From an optimization exercise on the open Yosys and OpenROAD flow, aimed at small area and a short achievable clock period; shortcuts taken in it are not production practice. Function was checked by simulation only, so behaviour that the tests miss may differ from the original.

job 2221:
==> module fifo, before the edit <==
module fifo #(
    parameter DATA_WIDTH = 32
) (
    input  wire                   clk,
    input  wire                   rst,
    input  wire                   wr_en,
    input  wire                   re_en,
    input  wire [DATA_WIDTH-1:0]  data_in,
    output wire [DATA_WIDTH-1:0]  next_head,
    output wire                   empty,
    output wire                   full
);
    localparam MDEPTH = 14;
    reg [DATA_WIDTH-1:0] memory [0:MDEPTH-1];
    reg [DATA_WIDTH-1:0] head;       
    reg [DATA_WIDTH-1:0] second;     
    reg [3:0] wr_ptr;
    reg [MDEPTH-1:0] rd_sel;         
    reg [4:0] count;
    reg empty_reg;
    reg full_reg;
    reg one_reg;                     
    reg two_reg;                     
    reg many_reg;                    
    integer i;
    wire wr_fire = wr_en && !full_reg;
    wire rd_fire = re_en && !empty_reg;
    wire ld_din  = wr_en && (empty_reg || (re_en && one_reg));
    wire sec_din = wr_en && ((one_reg && !re_en) || (two_reg && re_en));
    wire pop     = re_en && many_reg;
    wire push    = wr_fire && !ld_din && !sec_din;
    assign next_head = ld_din ? data_in : (re_en ? second : head);
    reg [DATA_WIDTH-1:0] mem_out;
    always @* begin
        mem_out = {DATA_WIDTH{1'b0}};
        for (i = 0; i < MDEPTH; i = i + 1)
            mem_out = mem_out | (memory[i] & {DATA_WIDTH{rd_sel[i]}});
    end
    wire [4:0] count_next = count + {4'd0, wr_fire} - {4'd0, rd_fire};
    always @ (posedge clk or posedge rst) begin
        if (rst) begin
            wr_ptr    <= 4'd0;
            rd_sel    <= {{(MDEPTH-1){1'b0}}, 1'b1};
            count     <= 5'd0;
            empty_reg <= 1'b1;
            full_reg  <= 1'b0;
            one_reg   <= 1'b0;
            two_reg   <= 1'b0;
            many_reg  <= 1'b0;
        end else begin
            if (push)
                wr_ptr <= (wr_ptr == MDEPTH - 1) ? 4'd0 : wr_ptr + 4'd1;
            if (pop)
                rd_sel <= {rd_sel[MDEPTH-2:0], rd_sel[MDEPTH-1]};
            count     <= count_next;
            empty_reg <= (count_next == 5'd0);
            full_reg  <= (count_next == 5'd16);
            one_reg   <= (count_next == 5'd1);
            two_reg   <= (count_next == 5'd2);
            many_reg  <= (count_next >= 5'd3);
        end
    end
    always @ (posedge clk) begin
        head <= next_head;
        if (sec_din)
            second <= data_in;
        else if (pop)
            second <= mem_out;
        if (push)
            memory[wr_ptr] <= data_in;
    end
    assign empty = empty_reg;
    assign full  = full_reg;
endmodule
export LEC_CHECK = 0
export CAP_MARGIN = 20
export CORE_MARGIN = 2
export CORE_UTILIZATION = 55
export PLACE_DENSITY = 0.7
export SLEW_MARGIN = 20
create_clock -name core_clock -period 13.0 [get_ports {clk}]
standard.sh (not shown) runs the stock make flow with config.mk's settings and CLKGATE_MAP_FILE= SYNTH_SCRIPT=/design/flow/synth_recipe.tcl, a recipe that flattens the netlist after the stock synthesis.
==> flow/flow/run.sh <==
#!/bin/bash
set -euo pipefail
MARGIN=${MARGIN:-6.3}
bash standard.sh \
  SETUP_SLACK_MARGIN=$MARGIN \
  "CTS_ARGS=-sink_clustering_enable -repair_clock_nets -dont_use_dummy_load -buf_list sky130_fd_sc_hd__clkbuf_16 -sink_clustering_size 27 -sink_clustering_max_diameter 90" \
  "BUFFER_PORTS_ARGS=-buffer_cell sky130_fd_sc_hd__buf_2" \
  finish > make_finish.log 2>&1
Edits applied to the flow inputs when going from job 2221 to job 6715:
--- a/flow/design.v
+++ b/flow/design.v
@@ -27,8 +27,9 @@
     wire rd_fire = re_en && !empty_reg;
     wire ld_din  = wr_en && (empty_reg || (re_en && one_reg));
+    wire ld_sec  = re_en && (two_reg || many_reg);
     wire sec_din = wr_en && ((one_reg && !re_en) || (two_reg && re_en));
     wire pop     = re_en && many_reg;
     wire push    = wr_fire && !ld_din && !sec_din;
-    assign next_head = ld_din ? data_in : (re_en ? second : head);
+    assign next_head = ld_din ? data_in : (ld_sec ? second : head);
     reg [DATA_WIDTH-1:0] mem_out;
     always @* begin
--- outcome ---
Job 6715 finished every step from synthesis to the final layout, and the layout passed the timing, design-rule and antenna checks. Count of cells along the worst register-to-register path for job 6715 is higher than for job 2221. Relative to job 2221, mean routed wirelength per cell has gone up in job 6715.

[static timing again, ports no longer ideal]
In the flow no input, the clock included, has a driving cell. The finished layouts below were timed again as built, in two steps.
Step 1 (the two cells are an assumption about what drives the block):
set clk [get_ports {clk}]
set_driving_cell -lib_cell sky130_fd_sc_hd__clkbuf_16 $clk
set_driving_cell -lib_cell sky130_fd_sc_hd__buf_2 [delete_from_list [all_inputs] $clk]
Step 2 times the ports against the registers' clock, not the clock port: input delays grow and output delays shrink by t, the midpoint of the rising clock arrivals with the driver on.
Three values: ideal, step 1, step 2; two values: the first two.
| run | t, ns | setup slack, ns | slew at the worst register clock pin (ns) |
|---|---|---|---|
| job 2221 | 0.773 | 5.856 / 5.781 / 5.678 | 0.12 / 0.12 |
| job 6715 | 0.770 | 6.372 / 6.292 / 5.670 | 0.10 / 0.10 |
After both steps every run listed still meets setup and hold. For job 6715, which loses most, drivers alone change the setup slack by -0.080 ns; drivers and shift together by -0.702 ns.
